This is an optimization exercise on Yosys and OpenROAD, whose aim is small area, a short achievable clock period and few clock cycles, not a production implementation.
No run shown here included a check of the RTL's function; only the layout flow was run.

[run.sh]
#!/bin/bash
# synth_recipe.tcl (not shown) runs the flow's synth.tcl, then flattens the netlist and writes it again
# the make line also repeats each setting of config.mk as NAME=value (left out here)
make -C /OpenROAD-flow-scripts/flow DESIGN_CONFIG=/design/flow/config.mk WORK_HOME=/design/flow/orfs CLKGATE_MAP_FILE= SYNTH_SCRIPT=/design/flow/synth_recipe.tcl finish
[config.mk]
export PLATFORM = sky130hd
export DESIGN_NAME = drygascon128
export DESIGN_NICKNAME = drygascon128
export VERILOG_FILES = /design/flow/design.v
export SDC_FILE = /design/flow/constraint.sdc
export NUM_CORES = 4
export LEC_CHECK = 0
export CAP_MARGIN = 20
export CORE_MARGIN = 2
export CORE_UTILIZATION = 40
export SETUP_SLACK_MARGIN = 4.5
export SLEW_MARGIN = 20
[constraint.sdc]
create_clock -name core_clock -period 7.5 [get_ports {clk}]
set_input_delay 1.5000 -clock core_clock [delete_from_list [all_inputs] [get_ports {clk}]]
set_output_delay 1.5000 -clock core_clock [all_outputs]
set_load 0.01 [all_outputs]
[design.v]
`timescale 1ns / 1ps
`default_nettype none
module gascon5_round(
    input wire [320-1:0] din,
    input wire [4-1:0] round,
    output wire [320-1:0] out
    );
wire [63:0] a0 = din[0*64+:64] ^ din[4*64+:64];
wire [63:0] a1 = din[1*64+:64];
wire [63:0] a2 = din[2*64+:64] ^ din[1*64+:64] ^ {56'd0, ~round, round};
wire [63:0] a3 = din[3*64+:64];
wire [63:0] a4 = din[4*64+:64] ^ din[3*64+:64];
wire [63:0] b0 = a0 ^ (~a1 & a2);
wire [63:0] b1 = a1 ^ (~a2 & a3);
wire [63:0] b2 = a2 ^ (~a3 & a4);
wire [63:0] b3 = a3 ^ (~a4 & a0);
wire [63:0] b4 = a4 ^ (~a0 & a1);
wire [63:0] s0 = b0 ^ b4;
wire [63:0] s1 = b1 ^ b0;
wire [63:0] s2 = ~b2;
wire [63:0] s3 = b3 ^ b2;
wire [63:0] s4 = b4;
function [63:0] birotr;
    input [63:0] v;
    input integer s;
    reg [31:0] i0, i1;
    integer s2, s3;
    begin
        i0 = v[31:0];
        i1 = v[63:32];
        s2 = s / 2;
        s3 = (s2 + 1) % 32;
        if (s % 2 == 1)
            birotr = {(i0 >> s3) | (i0 << ((32 - s3) % 32)), (i1 >> s2) | (i1 << ((32 - s2) % 32))};
        else
            birotr = {(i1 >> s2) | (i1 << ((32 - s2) % 32)), (i0 >> s2) | (i0 << ((32 - s2) % 32))};
    end
endfunction
assign out[0*64+:64] = s0 ^ birotr(s0, 19) ^ birotr(s0, 28);
assign out[1*64+:64] = s1 ^ birotr(s1, 61) ^ birotr(s1, 38);
assign out[2*64+:64] = s2 ^ birotr(s2,  1) ^ birotr(s2,  6);
assign out[3*64+:64] = s3 ^ birotr(s3, 10) ^ birotr(s3, 17);
assign out[4*64+:64] = s4 ^ birotr(s4,  7) ^ birotr(s4, 40);
endmodule
module drygascon128(
    input wire clk,
    input wire clk_en,
    input wire rst,
    input wire [31:0] din,
    input wire [3:0] ds,
    input wire wr_i,
    input wire wr_c,
    input wire wr_x,
    input wire [3:0] rounds,
    input wire start,
    input wire rd_r,
    input wire rd_c,
    output reg [31:0] dout,
    output reg idle
    );
reg [319:0] c;
reg [127:0] x;
reg [127:0] r;
reg mx;         
reg [3:0] cnt;  
wire last_mix = (cnt == 4'd13);
wire mw_en = mx & ~last_mix & (~idle | start);  
wire [9:0] d = r[9:0];
wire [319:0] mw;
genvar k;
generate for (k = 0; k < 5; k = k + 1) begin : g_mix
    assign mw[64*k+:32] = mw_en ? x[d[2*k+:2]*32+:32] : 32'd0;
    assign mw[64*k+32+:32] = 32'd0;
end endgenerate
wire [319:0] core_out;
gascon5_round u_round(.din(c), .round(mx ? 4'd0 : cnt), .out(core_out));
wire [127:0] acc = core_out[127:0] ^ {core_out[159:128], core_out[255:160]};
wire keep = ~idle & ~mx;            
always @(posedge clk) begin
    if (clk_en) begin
        if (~idle | start | wr_c | rd_c)
            c <= ((idle & (wr_c | rd_c)) ? {wr_c ? din : c[31:0], c[319:32]} : (idle & mx) ? c : core_out) ^ mw;
        if (wr_x)
            x <= {din, x[127:32]};
        if (~idle | start | wr_i | rd_r) begin
            if (idle & (wr_i | rd_r))
                r <= {wr_i ? din : r[31:0], r[127:32]};
            else if (mx & ~last_mix)
                r <= {idle ? {6'd0, ds} : 10'd0, r[127:10]};
            else
                r <= (keep ? r : 128'd0) ^ acc;
        end
        dout <= rd_c ? c[31:0] : r[31:0];
    end
end
always @(posedge clk) begin
    if (clk_en) begin
        if (rst) begin
            idle <= 1'b1;
            mx <= 1'b0;
            cnt <= 4'd0;
        end else if (idle) begin
            if (wr_i)
                mx <= 1'b1;
            if (start && (mx || rounds != 4'd1)) begin
                idle <= 1'b0;
                cnt <= mx ? 4'd0 : 4'd1;
            end
        end else if (mx) begin
            if (last_mix) begin
                mx <= 1'b0;
                cnt <= 4'd1;
            end else
                cnt <= cnt + 4'd1;
        end else if (cnt == rounds - 4'd1) begin
            idle <= 1'b1;
            cnt <= 4'd0;
        end else
            cnt <= cnt + 4'd1;
    end
end
endmodule
`default_nettype wire
==> results of run 1 <==
-- path summary, 6_finish.rpt --
check | start | to | slack, ns | cells after the start
max | c[224] | c[285] | 4.38 | 7
min | x[82] | x[50] | 0.54 | 0
max reg2reg | c[224] | c[285] | 4.38 | 7
min reg2reg | x[82] | x[50] | 0.54 | 0
-- final cells by class --
| type | count | share of cell area |
|---|---|---|
| flip-flops and latches | 614 | 0.309 |
| diodes | 6 | 0.000252 |
| repair buffers | 333 | 0.0564 |
| clock buffers | 95 | 0.0353 |
| inverters | 190 | 0.0120 |
| well taps | 1637 | 0.0344 |
| clock inverters | 57 | 0.0114 |
| multi-input cells | 3458 | 0.541 |
-- cell usage in the layout, fill, tap and decap left out, types with 23 or more instances in the layout --
cell type	instances
xnor2_1	853
edfxtp_1	614
nand2_1	522
xor2_1	331
buf_4	199
o21ai_0	195
inv_1	189
xnor2_2	160
mux4_2	160
o22ai_1	129
a21oi_1	128
ha_1	124
mux2i_1	119
nor2_1	89
clkbuf_16	87
a222oi_1	70
xnor3_1	66
maj3_1	61
a22oi_1	55
xnor2_4	51
nand3_1	46
clkdlybuf4s50_1	44
or3_1	39
a22o_1	34
and3_1	33
mux2_2	33
dlygate4sd2_1	32
xor2_2	28
buf_12	25
xnor3_2	23
-- cell families (layout without fill, tap and decap cells) --
group,count (synthesis),in the layout
AO/OA/AOI/OAI,656,656
XOR/XNOR,1527,1527
adder cells (fa/ha/maj),185,185
buffers and inverters,433,675
flip-flops,614,614
multiplexers,315,315
other,0,6
AND/OR/NAND/NOR,773,775
-- worst reg2reg max path: stages (launching register included) --
cell	delay, ns
edfxtp_1	0.43
inv_1	0.10
ha_1	0.35
xor2_1	0.95
xnor2_1	0.30
xnor2_1	0.23
a222oi_1	0.40
xor2_1	0.11
-- metal layers --
metal	global-route usage	part of all wire	up-vias
met5	0	0.00022	-
met4	0.240	0.077	8
met3	0.0957	0.12	661
met2	0.553	0.42	2969
met1	0.514	0.38	20620
li1	-	-	16407
-- sequential cells by signal, summed over array words and instances, names as in the netlist --
name	flops
x	128
idle	1
dout	32
cnt	4
mx	1
c	320
r	128
-- metrics by stage --
step	setup WS [ns]	util
after CTS	4.47	0.473
after global routing	4.45	0.483
after detailed placement	2.57	0.432
after global placement	2.60	0.431
final	4.38	0.483
after floorplan	0.311	-
-- what timing repair did --
| action | CTS | global route |
|---|---|---|
| buffers inserted | 36 | 36 |
| pin swaps | 24 | 34 |
| gates resized for setup | 295 | 122 |
| setup endpoints to repair | 891 | 289 |
| hold endpoints to repair | 0 | 0 |
| gates cloned | 4 | 6 |
==> reports/results.tsv, run 1 <==
metric	value	unit
post-synthesis mux area share	0.105	
slowest stage delay, CP	0.95	ns
num rows	129	
Rel. slew slack	0.195	
Port Buffers	81	
IO Count	82	
delay-heaviest family, CP	XOR/XNOR gates	
vias in the first global route	37641	
Initial DRT Pass Iterations	8	
fin. max-slew vios	0	
Warnings, synthesis	2	
Post-synth top cells	xnor2_1, edfxtp_1, nand2_1	
Worst EP arrival	3.59	ns
Period Utilization, post-route	0.416	
Synth Area per Inst	11.0	um2
FF+latch count, synth	614	
largest area contributor in the netlist	edfxtp_1	
Reg clk slew, reported paths	0.06	ns
HP Class	reg -> reg	
crit end category	flop	
CTS tree	built	
Area after DPL	53300	um2
Final Routed Wirelength	250000	um
Root Buffer	clkbuf_16	
layout filler cell count	11305	
Max FO, Critical Path	3	
sequential cell area	18400	um2
async set-reset flop share out of synthesis	0	
outcome	no timing/DRC/antenna violations	
startpoint types	flop	
count leader, synth	xnor2_1	
critical path data required time	7.97	ns
Unique masters post-synth	51	
EDFF count, synth	614	
Finished Layout Cells	6390	
Vias	40665	
clk_skew	0.0418	ns
Final Hold Viols	0	
Vias per Instance	6.36	
slowest cell on the critical path	xor2_1	
CTS sink count	614	
clk latency of the worst-skew pair	0.75	ns
initial antenna violation count	10	
core box area	123000	um2
ANT nets after route	0	
Setup Viol. Count Final	0	
crit-path cells	inv_1, ha_1, xor2_1, xnor2_1, xnor2_1, a222oi_1, xor2_1	
All-Layer GR Usage	0.383	
Setup TNS Final	0	ns
# hold bufs at CTS	0	
Max Root-Sink Buffers	3	
Initial Util	0.402	
post-synthesis xor/xnor area fraction	0.299	
Synth top area share	0.372	
MaxCap Viol Count	0	
Die Ht	356	um
share of cells above drive strength 1	0.186	
synth-to-layout area growth	20.1	%
Multi-input gate area	32200	um2
total gr overflow	0	
Synth Area in Compound Gates	0.0838	
fmax	321	MHz
syn nets	4676	
H-tree depth	3	
adder-cell share of the synthesized area	0.0436	
Num CTS Buffers	82	
Mapped Area	49600	um2
Seq/Total Area, Yosys	0.372	
Final HPWL DP	185000	um
die footprint	127000	um2
Crit Path Category	reg -> reg	
hold_ws	0.535	ns
combinational family with the most area after synthesis	XOR/XNOR gates	
# nets final	4852	
worst slew pin tran	1.20	ns
crit path time final	3.12	ns
post-synthesis simple-gate area fraction	0.0645	
synthesized netlist cell count	4503	
first-pass GRT wire length	330000	um
DR WL/cell	39.1	um
drt initial violations	6921	
Main synth FF type	edfxtp_1	
Remaining DRCs	0	
Placed Instances	6150	
RSZ-0062 raised after global routing	yes	
Bufs and invs on worst path	1	
Synth area leaders	edfxtp_1, xnor2_1, mux4_2	
largest net degree at the start of global routing	133	
Die X	356	um
Design Area, Final	59600	um2
GPL Wtd Cong	1.14	
==> run 2, diff against run 1 <==
--- a/design.v
+++ b/design.v
@@ -5,3 +5,4 @@
     input wire [4-1:0] round,
-    output wire [320-1:0] out
+    output wire [320-1:0] out,
+    output wire [320-1:0] sbox
     );
@@ -38,2 +39,3 @@
 endfunction
+assign sbox = {s4, s3, s2, s1, s0};
 assign out[0*64+:64] = s0 ^ birotr(s0, 19) ^ birotr(s0, 28);
@@ -75,5 +77,29 @@
 wire [319:0] core_out;
-gascon5_round u_round(.din(c), .round(mx ? 4'd0 : cnt), .out(core_out));
-wire [127:0] acc = core_out[127:0] ^ {core_out[159:128], core_out[255:160]};
+wire [319:0] sb;
+gascon5_round u_round(.din(c), .round(mx ? 4'd0 : cnt), .out(core_out), .sbox(sb));
+function [63:0] birotr;
+    input [63:0] v;
+    input integer s;
+    reg [31:0] i0, i1;
+    integer s2, s3;
+    begin
+        i0 = v[31:0];
+        i1 = v[63:32];
+        s2 = s / 2;
+        s3 = (s2 + 1) % 32;
+        if (s % 2 == 1)
+            birotr = {(i0 >> s3) | (i0 << ((32 - s3) % 32)), (i1 >> s2) | (i1 << ((32 - s2) % 32))};
+        else
+            birotr = {(i1 >> s2) | (i1 << ((32 - s2) % 32)), (i0 >> s2) | (i0 << ((32 - s2) % 32))};
+    end
+endfunction
 wire keep = ~idle & ~mx;            
+wire [127:0] rk = keep ? r : 128'd0;
+wire [63:0] s2r1 = birotr(sb[128+:64], 1);
+wire [63:0] s2r6 = birotr(sb[128+:64], 6);
+wire [63:0] s3r10 = birotr(sb[192+:64], 10);
+wire [63:0] s3r17 = birotr(sb[192+:64], 17);
+wire [127:0] pa = {sb[128+:32] ^ s2r1[0+:32], sb[192+:64] ^ s3r10, sb[160+:32] ^ s2r1[32+:32]};
+wire [127:0] pb = {s2r6[0+:32], s3r17, s2r6[32+:32]};
+wire [127:0] acc_next = core_out[127:0] ^ (pa ^ (pb ^ rk));
 always @(posedge clk) begin
@@ -90,3 +116,3 @@
             else
-                r <= (keep ? r : 128'd0) ^ acc;
+                r <= acc_next;
         end
==> run 2 against run 1 <==
Net effect: still clean on timing, DRC and antenna; worst hold slack got worse by 0.0074 ns; flip-flop and latch count unchanged; worst setup slack got worse by 0.031 ns; critical path depth increased by 2; die area decreased by 0.61%; design area shrank 0.93%; via count down 2.8%; highest routed layer unchanged.
==> reports/results.tsv, run 2 <==
metric	value	unit
delay-heaviest family, CP	XOR/XNOR gates	
syn nets	4574	
Finished Layout Cells	6240	
ANT nets after route	0	
r2r startpoint	c[115]	
clk latency of the worst-skew pair	0.72	ns
number of flip-flops in the largest register	320	
Mapped Area	49300	um2
min-delay src	x[112]	
slowest cell on the critical path	xor2_1	
hold_ws	0.528	ns
total gr overflow	0	
RSZ-0062 raised after global routing	yes	
Synth area leaders	edfxtp_1, xnor2_1, mux4_2	
crit path time final	3.15	ns
Vias	39533	
Hold Path Sink	x[80]	
crit-path cells	inv_1, ha_1, xnor2_1, buf_4, xor2_1, xnor2_1, xnor2_1, xnor2_1, o21ai_0	
Root Buffer	clkbuf_16	
vias in the first global route	36932	
top register by number of flip-flops	c	
Num CTS Buffers	80	
reg-to-reg slack, setup	4.35	ns
Unique masters post-synth	50	
Reg clk slew, reported paths	0.06	ns
All-Layer GR Usage	0.369	
Placed Instances	6015	
worst slack, placed	3.00	ns
largest net degree at the start of global routing	129	
Design Area, Final	59000	um2
Setup Viol. Count Final	0	
Most common cell on crit path	xnor2_1	
Worst EP arrival	3.60	ns
# hold bufs at CTS	0	
Bufs and invs on worst path	2	
largest area contributor in the netlist	edfxtp_1	
share of cells above drive strength 1	0.180	
Warnings, synthesis	2	
Final HPWL DP	173000	um
GPL Wtd Cong	1.10	
fin. max-slew vios	0	
synth-to-layout area growth	19.7	%
GR peak layer	met2	
outcome	no timing/DRC/antenna violations	
initial antenna violation count	11	
commonest non-fill, non-tap cell in the layout	xnor2_1	
Synth top area share	0.374	
fmax	317	MHz
Max Root-Sink Buffers	3	
met3 Use GR	0.0961	
final worst setup slack	4.35	ns
count leader, synth	xnor2_1	
EDFF count, synth	614	
MaxCap Viol Count	0	
clk_skew	0.0440	ns
drt initial violations	7051	
startpoint types	flop	
Post-synth top cells	xnor2_1, edfxtp_1, nand2_1	
synthesized netlist cell count	4401	
die footprint	126000	um2
Vias per Instance	6.34	
slowest stage delay, CP	0.55	ns
async set-reset flop share out of synthesis	0	
Max FO, Critical Path	3	
CTS tree	built	
CTS sink count	614	
Port Buffers	81	
IO Count	82	
most frequent cells in the layout	xnor2_1, edfxtp_1, nand2_1	
Main synth FF type	edfxtp_1	
H-tree depth	3	
Synth Area per Inst	11.2	um2
Final Routed Wirelength	239000	um
Final Hold Viols	0	
Area after DPL	52700	um2
HP Class	reg -> reg	
Seq/Total Area, Yosys	0.374	
Initial DRT Pass Iterations	9	
first-pass GRT wire length	318000	um
GR Util met2	0.534	
R2R Path End	r[19]	
Die X	355	um
worst slew pin tran	1.25	ns
cells on worst reg2reg path	9	
global routing usage on met1	0.492	
Rel. slew slack	0.165	
critical path data required time	7.95	ns
Period Utilization, post-route	0.420	
Initial Util	0.404	
num rows	128	
core box area	122000	um2
# nets final	4720	
FF+latch count, synth	614	
worst hold path depth	0	
crit end category	flop	
Die Ht	355	um
biggest registers after layout	c x320, r x128, x x128	
DR WL/cell	38.4	um
Remaining DRCs	0	
Crit Path Category	reg -> reg	
[run 2: area by class of cell]
cell class | instances | area [um2]
Fill cell | 11035 | 63000
Clock inverter | 50 | 417
Sequential cell | 614 | 18400
Timing Repair Buffer | 292 | 3100
Antenna cell | 4 | 10.0
Tap cell | 1625 | 2030
Multi-Input combinational cell | 3363 | 32200
Inverter | 196 | 736
Clock buffer | 96 | 2150
[run 2: worst reg2reg max path, cell delays in order, from the launching register on]
cell and delay, ns:
edfxtp_1 0.42, inv_1 0.13, ha_1 0.26, xnor2_1 0.43, buf_4 0.31, xor2_1 0.56, xnor2_1 0.30, xnor2_1 0.26
xnor2_1 0.15, o21ai_0 0.09
[run 2: routing by layer]
metal | vias to the layer above | share of wire
met1 | 19999 | 0.38
li1 | 16006 | -
met2 | 2883 | 0.42
met3 | 633 | 0.12
met5 | - | 0.00092
met4 | 12 | 0.078
[run 2: kinds of logic after synthesis]
| family | count (synthesis) | synth area share |
|---|---|---|
| buf+inv | 426 | 0.0326 |
| compound gates | 660 | 0.0853 |
| xor+xnor | 1507 | 0.301 |
| flops | 614 | 0.374 |
| fa+ha+maj | 188 | 0.0445 |
| mux | 316 | 0.106 |
| simple gates | 690 | 0.0569 |
[run 2: what timing repair did]
item | 4_1_cts | 5_1_grt
setup buffers | 28 | 32
endpoints found under the setup margin | 802 | 169
gates resized for setup | 303 | 116
gates cloned | 11 | 4
pin swaps | 25 | 31
[run 2: stage by stage]
stage | TNS, ns | utilization
after detailed placement | 0 | 0.432
after CTS | 0 | 0.473
final | 0 | 0.484
after global routing | 0 | 0.484
after global placement | 0 | 0.432
after floorplan | -277.78 | -
[run 2: worst max path at each step]
stage | from | end | slack [ns] | cells after the start
5_1_grt | c[115] | r[19] | 4.35 | 9
2_1_floorplan | rd_c | c[100] | -1.74 | 4
3_5_place_dp | wr_c | c[75] | 3.00 | 8
6_report | c[115] | r[19] | 4.35 | 9
3_3_place_gp | wr_c | c[204] | 2.99 | 8
4_1_cts | c[195] | c[222] | 4.43 | 8
==> run 3, diff against run 2 <==
==> flow/run.sh (new file) <==
#!/bin/bash
# The standard layout (standard.sh: the ORFS flow with its standard synthesis), with
# plain buffers (buf_4) on the ports instead of the delay cells buffer_ports picks, and with
# the resizer free to change a cell's footprint when it sizes it.
set -euo pipefail
bash standard.sh 'BUFFER_PORTS_ARGS=-buffer_cell sky130_fd_sc_hd__buf_4' MATCH_CELL_FOOTPRINT=0 finish > make_finish.log 2>&1
==> standard.sh (new file) <==
#!/bin/bash
# synth_recipe.tcl (not shown) runs the flow's synth.tcl, then flattens the netlist and writes it again
# the make line also repeats each setting of config.mk as NAME=value (left out here)
make -C /OpenROAD-flow-scripts/flow DESIGN_CONFIG=/design/flow/config.mk WORK_HOME=/design/flow/orfs CLKGATE_MAP_FILE= SYNTH_SCRIPT=/design/flow/synth_recipe.tcl "${@:-finish}"
removed: run.sh
==> run 3 against run 2 <==
Net effect: still clean on timing, DRC and antenna; critical endpoint is now r[45]; critical path depth is 2 lower; area after synthesis is the same; flip-flop and latch count stayed put; synthesized cell count unchanged; core utilization shrank 0.54 points; largest cell class unchanged; global-route usage is 0.25 points higher.
==> reports/results.tsv, run 3 <==
metric	value	unit
CTS sink count	614	
Worst EP arrival	3.54	ns
RSZ-0062 raised after global routing	yes	
layout filler cell count	11172	
Synth top area share	0.374	
cells on worst reg2reg path	7	
clk latency of the worst-skew pair	0.74	ns
initial antenna violation count	15	
Num CTS Buffers	79	
R2R Path End	r[45]	
crit path time final	3.09	ns
Crit Path Category	reg -> reg	
core box area	122000	um2
Hold Path Sink	x[91]	
Synth area leaders	edfxtp_1, xnor2_1, mux4_2	
crit-path cells	ha_1, xnor2_1, xnor2_2, xnor3_1, xor2_1, xnor2_1, a21oi_1	
critical path data required time	7.95	ns
Synth Area per Inst	11.2	um2
largest net degree at the start of global routing	129	
startpoint types	flop	
combinational family with the most area after synthesis	XOR/XNOR gates	
count leader, synth	xnor2_1	
largest area contributor in the netlist	edfxtp_1	
min-delay src	x[123]	
r2r startpoint	c[301]	
total gr overflow	0	
IO Count	82	
Initial Util	0.404	
Placed Instances	6033	
die footprint	126000	um2
Remaining DRCs	0	
share of cells above drive strength 1	0.194	
slowest stage delay, CP	0.70	ns
Setup TNS Final	0	ns
Root Buffer	clkbuf_16	
Mapped Area	49300	um2
Main synth FF type	edfxtp_1	
Die X	355	um
H-tree depth	3	
Multi-input gate area	32000	um2
top register by number of flip-flops	c	
Unique masters post-synth	50	
Max FO, Critical Path	4	
FF+latch count, synth	614	
Final HPWL DP	179000	um
adder-cell share of the synthesized area	0.0445	
Setup Viol. Count Final	0	
worst hold path depth	0	
synthesized netlist cell count	4401	
drt initial violations	6307	
Most common cell on crit path	xnor2_1	
post-synthesis mux area share	0.106	
async set-reset flop share out of synthesis	0	
CTS tree	built	
slowest cell on the critical path	xnor3_1	
biggest registers after layout	c x320, r x128, x x128	
number of flip-flops in the largest register	320	
vias in the first global route	36941	
Reg clk slew, reported paths	0.07	ns
post-synthesis simple-gate area fraction	0.0569	
num rows	128	
Synth Area in Compound Gates	0.0853	
ANT nets after route	0	
# hold bufs at CTS	0	
Rel. slew slack	0.220	
Design Area, Final	58400	um2
outcome	no timing/DRC/antenna violations	
MaxCap Viol Count	0	
Initial DRT Pass Iterations	12	
Port Buffers	81	
Die Ht	355	um
syn nets	4574	
Vias	39451	
most frequent cells in the layout	xnor2_1, edfxtp_1, nand2_1	
# nets final	4729	
Seq/Total Area, Yosys	0.374	
GPL Wtd Cong	1.14	
fin. max-slew vios	0	
Period Utilization, post-route	0.411	
Finished Layout Cells	6247	
HP Class	reg -> reg	
reg-to-reg slack, setup	4.41	ns
Vias per Instance	6.32	
Final Hold Viols	0	
Max Root-Sink Buffers	3	
All-Layer GR Usage	0.371	
crit end category	flop	
synth-to-layout area growth	18.4	%
sequential cell area	18400	um2
Area after DPL	52600	um2
post-synthesis xor/xnor area fraction	0.301	
commonest non-fill, non-tap cell in the layout	xnor2_1	
Final Routed Wirelength	238000	um
first-pass GRT wire length	319000	um
EDFF count, synth	614	
Post-synth top cells	xnor2_1, edfxtp_1, nand2_1	
DR WL/cell	38.1	um
Warnings, synthesis	2	
fmax	324	MHz
Post-Route Utilization	0.478	
clk_skew	0.0501	ns
worst slew pin tran	1.17	ns
## run 3: cell types whose count changed in the layout (fill, tap and decap cells not counted), sizes merged
cell,delta
bufbuf,-8
nand2,-2
nor2,+3
diode,+6
clkdlybuf4s50,-44
clkinv,-7
dlygate4sd2,-33
bufinv,-1
clkinvlp,+1
clkbuf,-4
buf,+96
## run 3: worst max-delay path by stage
stage / from / end / depth (start not counted)
2_1_floorplan: start / c[100] / 3
3_3_place_gp: rd_c / c[204] / 8
3_5_place_dp: rd_c / c[272] / 8
4_1_cts: mx / r[60] / 9
5_1_grt: c[193] / r[60] / 10
6_report: c[301] / r[45] / 7
## run 3: worst max-delay path, delay by kind of cell, from the launching register on
kind	cells	cell delay [ns]
compound gates	1	0.10
xor+xnor	5	1.86
fa+ha+maj	1	0.37
flops	1	0.48
## run 3: layer usage
| metal | part of all wire | track usage | vias to the layer above |
|---|---|---|---|
| li1 | - | - | 16041 |
| met4 | 0.074 | 0.237 | 10 |
| met1 | 0.39 | 0.486 | 20129 |
| met5 | 0.00023 | 0 | - |
| met2 | 0.43 | 0.540 | 2673 |
| met3 | 0.11 | 0.103 | 598 |
## run 3: through the flow
stage | hold slack, ns | worst slack [ns]
2_1_floorplan | 0.490 | -1.72
3_3_place_gp | 0.520 | 2.85
3_5_place_dp | 0.524 | 2.75
4_1_cts | 0.528 | 4.35
5_1_grt | 0.557 | 4.33
6_report | 0.534 | 4.41
## run 3: logic make-up after synthesis
group	after synthesis
buffers and inverters	426
AO/OA/AOI/OAI	660
XOR/XNOR	1507
AND/OR/NAND/NOR	690
adder cells (fa/ha/maj)	188
multiplexers	316
flip-flops	614
## run 3: final cells by class
class | count | share of cell area
Clock buffer | 94 | 0.0359
Antenna cell | 10 | 0.000429
Multi-Input combinational cell | 3364 | 0.548
Clock inverter | 43 | 0.00622
Inverter | 196 | 0.0127
Sequential cell | 614 | 0.316
Tap cell | 1625 | 0.0348
Timing Repair Buffer | 301 | 0.0460
## run 3: repair_timing
action,CTS,global route
pin swaps,23,21
setup endpoints to repair,768,274
resized for setup,258,106
gates cloned,5,0
setup buffers,36,26
==> run 4, diff against run 3 <==
--- a/config.mk
+++ b/config.mk
@@ -10,3 +10,3 @@
 export CORE_UTILIZATION = 40
-export SETUP_SLACK_MARGIN = 4.5
+export SETUP_SLACK_MARGIN = 4.25
 export SLEW_MARGIN = 20
==> run 4 against run 3 <==
Net effect: non-clock buffer count down 44; core utilization fell by 1.6 points; global-route usage decreased by 0.46 points; critical path type unchanged; highest routed layer unchanged; still clean on timing, DRC and antenna; largest cell class unchanged.
==> reports/results.tsv, run 4 <==
metric	value	unit
outcome	no timing/DRC/antenna violations	
combinational family with the most area after synthesis	XOR/XNOR gates	
final worst setup slack	4.04	ns
Vias per Instance	6.32	
critical path data required time	7.96	ns
first-pass GRT wire length	315000	um
vias in the first global route	36749	
RSZ-0062 raised after global routing	yes	
HP Class	reg -> reg	
Unique masters post-synth	50	
Placed Instances	6033	
MaxCap Viol Count	0	
Initial Util	0.404	
Max Root-Sink Buffers	3	
count leader, synth	xnor2_1	
Worst EP arrival	3.92	ns
IO Count	82	
DR WL/cell	38.1	um
crit end category	flop	
Num CTS Buffers	79	
adder-cell share of the synthesized area	0.0445	
FF+latch count, synth	614	
async set-reset flop share out of synthesis	0	
Synth Area in Compound Gates	0.0853	
clk_skew	0.0467	ns
Post-Route Utilization	0.462	
num rows	128	
Mapped Area	49300	um2
Synth top area share	0.374	
crit path time final	3.46	ns
Final Hold Viols	0	
Finished Layout Cells	6198	
die footprint	126000	um2
worst slack, placed	2.75	ns
Root Buffer	clkbuf_16	
synth-to-layout area growth	14.4	%
largest area contributor in the netlist	edfxtp_1	
Warnings, synthesis	2	
Period Utilization, post-route	0.461	
Reg clk slew, reported paths	0.06	ns
fmax	289	MHz
worst slew pin tran	1.29	ns
largest net degree at the start of global routing	142	
Vias	39157	
drt initial violations	6028	
Remaining DRCs	0	
synthesized netlist cell count	4401	
Synth Area per Inst	11.2	um2
slowest cell on the critical path	xnor2_1	
worst hold path depth	0	
H-tree depth	3	
share of cells above drive strength 1	0.159	
top register by number of flip-flops	c	
crit-path cells	inv_1, ha_1, xnor2_1, xnor2_1, xnor2_1, a222oi_1, xor2_1	
startpoint types	flop	
All-Layer GR Usage	0.367	
most frequent cells in the layout	xnor2_1, edfxtp_1, nand2_1	
Most common cell on crit path	xnor2_1	
post-synthesis xor/xnor area fraction	0.301	
post-synthesis simple-gate area fraction	0.0569	
hold_ws	0.544	ns
fin. max-slew vios	0	
commonest non-fill, non-tap cell in the layout	xnor2_1	
# nets final	4685	
Post-synth top cells	xnor2_1, edfxtp_1, nand2_1	
number of flip-flops in the largest register	320	
Port Buffers	81	
Die Ht	355	um
post-synthesis mux area share	0.106	
syn nets	4574	
Max FO, Critical Path	5	
Main synth FF type	edfxtp_1	
biggest registers after layout	c x320, r x128, x x128	
CTS sink count	614	
cells on worst reg2reg path	7	
ANT nets after route	0	
Rel. slew slack	0.139	
EDFF count, synth	614	
Final Routed Wirelength	236000	um
slowest stage delay, CP	0.87	ns
initial antenna violation count	19	
Die X	355	um
Initial DRT Pass Iterations	9	
Seq/Total Area, Yosys	0.374	
total gr overflow	0	
clk latency of the worst-skew pair	0.75	ns
Crit Path Category	reg -> reg	
CTS tree	built	
Final HPWL DP	179000	um
core box area	122000	um2
Setup Viol. Count Final	0	
GPL Wtd Cong	1.14	
Synth area leaders	edfxtp_1, xnor2_1, mux4_2	
[run 4: kinds of logic after synthesis]
logic type / Yosys count
compound gates: 660
xor+xnor: 1507
fa+ha+maj: 188
buf+inv: 426
flops: 614
mux: 316
simple gates: 690
[run 4: final timing paths]
path / start / to / slack (ns)
worst min register to register: x[123] / x[91] / 0.54
worst max-delay path: c[221] / c[285] / 4.04
worst min-delay path: x[123] / x[91] / 0.54
worst max register to register: c[221] / c[285] / 4.04
[run 4: area by class of cell]
class | instances | area, um2
clock inverters | 43 | 363
inverters | 196 | 739
flip-flops and latches | 614 | 18400
fillers | 11364 | 65600
multi-input cells | 3364 | 30500
clock buffers | 94 | 2100
well taps | 1625 | 2030
repair buffers | 257 | 2190
diodes | 5 | 12.5
[run 4: per-layer routing]
| metal | part of all wire | vias to the layer above | GRT usage |
|---|---|---|---|
| met5 | 0.00033 | - | 0 |
| met4 | 0.077 | 12 | 0.234 |
| met3 | 0.11 | 619 | 0.0907 |
| met2 | 0.42 | 2648 | 0.535 |
| met1 | 0.39 | 19928 | 0.486 |
| li1 | - | 15950 | - |
[run 4: per-stage QoR]
| step | TNS, ns | area (um2) |
|---|---|---|
| finish | 0 | 56400 |
| global route | 0 | 56400 |
| CTS | 0 | 56000 |
| detailed placement | 0 | 52600 |
| global placement | 0 | 52600 |
| floorplan | -384.89 | 49400 |
[run 4: critical path, delay by kind of cell (launching register included)]
family                   cells  cell delay, ns
flip-flops                   1            0.49
adder cells (fa/ha/maj)      1            0.35
XOR/XNOR                     4            1.70
buffers and inverters        1            0.10
AO/OA/AOI/OAI                1            0.53
[run 4: what timing repair did]
action	4_1_cts	5_1_grt
hold buffers	0	0
pin swaps	9	2
gates resized for setup	99	51
buffers inserted	16	3
setup endpoints to repair	519	102
gates cloned	3	1
==> run 5, diff against run 4 <==
--- a/design.v
+++ b/design.v
@@ -68,3 +68,3 @@
 wire last_mix = (cnt == 4'd13);
-wire mw_en = mx & ~last_mix & (~idle | start);  
+wire mw_en = mx & ~last_mix;        
 wire [9:0] d = r[9:0];
@@ -104,12 +104,15 @@
 wire [127:0] acc_next = core_out[127:0] ^ (pa ^ (pb ^ rk));
+wire go = ~idle | (start & ~mx);    
 always @(posedge clk) begin
     if (clk_en) begin
-        if (~idle | start | wr_c | rd_c)
-            c <= ((idle & (wr_c | rd_c)) ? {wr_c ? din : c[31:0], c[319:32]} : (idle & mx) ? c : core_out) ^ mw;
+        if (go)
+            c <= core_out ^ mw;
+        else if (wr_c | rd_c)
+            c <= {wr_c ? din : c[31:0], c[319:32]};
+        else if (start)
+            c <= c ^ mw;
         if (wr_x)
             x <= {din, x[127:32]};
-        if (~idle | start | wr_i | rd_r) begin
-            if (idle & (wr_i | rd_r))
-                r <= {wr_i ? din : r[31:0], r[127:32]};
-            else if (mx & ~last_mix)
+        if (go | start) begin
+            if (mw_en)
                 r <= {idle ? {6'd0, ds} : 10'd0, r[127:10]};
@@ -117,3 +120,4 @@
                 r <= acc_next;
-        end
+        end else if (wr_i | rd_r)
+            r <= {wr_i ? din : r[31:0], r[127:32]};
         dout <= rd_c ? c[31:0] : r[31:0];
==> run.sh (new file) <==
#!/bin/bash
# synth_recipe.tcl (not shown) runs the flow's synth.tcl, then flattens the netlist and writes it again
# the make line also repeats each setting of config.mk as NAME=value (left out here)
make -C /OpenROAD-flow-scripts/flow DESIGN_CONFIG=/design/flow/config.mk WORK_HOME=/design/flow/orfs CLKGATE_MAP_FILE= SYNTH_SCRIPT=/design/flow/synth_recipe.tcl finish
--- a/config.mk
+++ b/config.mk
@@ -10,3 +10,3 @@
 export CORE_UTILIZATION = 40
-export SETUP_SLACK_MARGIN = 4.25
+export SETUP_SLACK_MARGIN = 4.5
 export SLEW_MARGIN = 20
removed: flow/run.sh
removed: standard.sh
==> run 5 against run 4 <==
Net effect: worst setup slack better by 0.37 ns; largest cell class unchanged; critical path type unchanged; non-clock buffer count is 61 higher; via count is 11% higher; sequential share of layout area is 2.6 points lower; synthesized cell count is 15% higher; still clean on timing, DRC and antenna; area after synthesis is 5.0% higher; worst hold slack worse by 0.025 ns.
==> reports/results.tsv, run 5 <==
metric	value	unit
final worst setup slack	4.41	ns
Final Hold Viols	0	
Initial Util	0.402	
sequential cell area	18400	um2
Mapped Area	51800	um2
Die X	364	um
number of flip-flops in the largest register	320	
DR WL/cell	35.5	um
die footprint	132000	um2
core box area	129000	um2
RSZ-0062 raised after global routing	yes	
share of cells above drive strength 1	0.153	
# hold bufs at CTS	0	
crit end category	flop	
biggest registers after layout	c x320, r x128, x x128	
worst hold path depth	0	
Unique masters post-synth	50	
first-pass GRT wire length	335000	um
most frequent cells in the layout	xnor2_1, nand2_1, edfxtp_1	
largest net degree at the start of global routing	157	
ANT nets after route	0	
Num CTS Buffers	79	
vias in the first global route	40565	
Max Root-Sink Buffers	3	
GPL Wtd Cong	1.08	
Final HPWL DP	181000	um
Port Buffers	81	
Synth top area share	0.356	
Setup TNS Final	0	ns
Rel. slew slack	0.0760	
synthesized netlist cell count	5080	
crit path time final	3.09	ns
Period Utilization, post-route	0.411	
CTS tree	built	
Multi-input gate area	34300	um2
Final Routed Wirelength	249000	um
synth-to-layout area growth	18.2	%
r2r startpoint	c[2]	
EDFF count, synth	614	
total gr overflow	0	
Hold Path Sink	x[86]	
Vias	43430	
fin. max-slew vios	0	
# nets final	5389	
IO Count	82	
worst slew pin tran	1.38	ns
HP Class	reg -> reg	
syn nets	5253	
Seq/Total Area, Yosys	0.356	
Die Ht	364	um
largest area contributor in the netlist	edfxtp_1	
fmax	324	MHz
CTS sink count	614	
Worst EP arrival	3.55	ns
Synth Area per Inst	10.2	um2
H-tree depth	3	
commonest non-fill, non-tap cell in the layout	xnor2_1	
initial antenna violation count	15	
All-Layer GR Usage	0.369	
cells on worst reg2reg path	7	
Setup Viol. Count Final	0	
outcome	no timing/DRC/antenna violations	
Vias per Instance	6.18	
Synth area leaders	edfxtp_1, xnor2_1, mux4_2	
Post-synth top cells	xnor2_1, nand2_1, edfxtp_1	
Crit Path Category	reg -> reg	
MaxCap Viol Count	0	
clk_skew	0.0533	ns
top register by number of flip-flops	c	
FF+latch count, synth	614	
count leader, synth	xnor2_1	
min-delay src	x[118]	
num rows	132	
layout filler cell count	11943	
worst slack, placed	2.88	ns
Main synth FF type	edfxtp_1	
CP startpoint	c[2]	
R2R Path End	r[2]	
clk latency of the worst-skew pair	0.74	ns
critical path data required time	7.96	ns
Initial DRT Pass Iterations	6	
startpoint types	flop	
reg-to-reg slack, setup	4.41	ns
Root Buffer	clkbuf_16	
Max FO, Critical Path	4	
async set-reset flop share out of synthesis	0	
Remaining DRCs	0	
drt initial violations	6602	
Reg clk slew, reported paths	0.06	ns
Warnings, synthesis	2	
run 5: critical path, stage by stage, from the launching register on:
cell and delay (ns):
edfxtp_1 0.48, xnor2_1 0.46, xnor3_1 0.41, nor2_1 0.28
xnor2_4 0.23, xnor2_1 0.27, xnor2_1 0.56, a21oi_1 0.15
run 5: cell type report:
cell class / count / share of cell area
Antenna cell: 6 / 0.000245
Clock buffer: 99 / 0.0342
Clock inverter: 44 / 0.00450
Inverter: 216 / 0.0133
Multi-Input combinational cell: 3987 / 0.561
Sequential cell: 614 / 0.301
Tap cell: 1742 / 0.0356
Timing Repair Buffer: 318 / 0.0504
run 5: how the worst max path moves through the flow:
stage / end / depth (start not counted)
2_1_floorplan: c[0] / 5
3_5_place_dp: r[32] / 7
3_3_place_gp: r[33] / 7
5_1_grt: r[20] / 7
4_1_cts: r[127] / 5
6_report: r[2] / 7
run 5: timing repair:
item / in CTS / in global routing
pin swaps: 21 / 23
gates cloned: 12 / 6
setup endpoints to repair: 880 / 538
setup buffers: 41 / 26
gates resized for setup: 274 / 107
hold endpoints to repair: 0 / 0
run 5: layer usage:
| metal | routed length, um | GRT usage |
|---|---|---|
| met1 | 90600 | 0.466 |
| met2 | 103000 | 0.533 |
| met3 | 32600 | 0.111 |
| met4 | 23300 | 0.273 |
| met5 | 55 | 0 |
run 5: metrics by stage:
stage / hold WS (ns) / utilization / area (um2) / instances
2_1_floorplan: 0.490 / - / 52000 / 5080
4_1_cts: 0.526 / 0.466 / 60000 / 6988
3_3_place_gp: 0.515 / 0.428 / 55200 / 6790
3_5_place_dp: 0.527 / 0.429 / 55300 / 6792
6_report: 0.519 / 0.475 / 61200 / 7026
5_1_grt: 0.557 / 0.474 / 61200 / 7021
run 5: cells by family (layout without fill, tap and decap cells):
logic type,Yosys count,after routing,share of synthesized area
AO/OA/AOI/OAI,896,900,0.0987
adder cells (fa/ha/maj),179,179,0.0406
XOR/XNOR,1667,1667,0.310
other,0,6,0
buffers and inverters,491,677,0.0366
multiplexers,202,202,0.0777
AND/OR/NAND/NOR,1031,1039,0.0801
flip-flops,614,614,0.356

==> what the ideal ports hide <==
Ports are ideal in the flow. The routed layouts listed here were re-timed in OpenROAD.
Step 1: set_driving_cell puts a clkbuf_16 on clk and a buf_2 on each other input, an assumption about the parent block.
Step 2 times the ports against the registers' clock, not the clock port: input delays grow and output delays shrink by t, the midpoint of the rising clock arrivals with the driver on.
Slacks: no drivers / after step 1 / after step 2; pairs: no drivers / after step 1.
run	t (ns)	setup slack, ns	hold slack, ns
run 1	0.812	4.380 / 4.380 / 3.662	0.535 / 0.535 / 0.535
run 2	0.766	4.349 / 4.349 / 3.677	0.528 / 0.528 / 0.528
run 3	0.789	4.414 / 4.414 / 3.678	0.534 / 0.534 / 0.534
run 4	0.802	4.043 / 4.043 / 3.454	0.544 / 0.544 / 0.544
run 5	0.790	4.414 / 4.414 / 3.672	0.519 / 0.519 / 0.519
After both steps setup and hold are still met in every run listed. For run 5, which loses most, drivers alone change the setup slack by 0.000 ns; drivers and shift together by -0.742 ns.
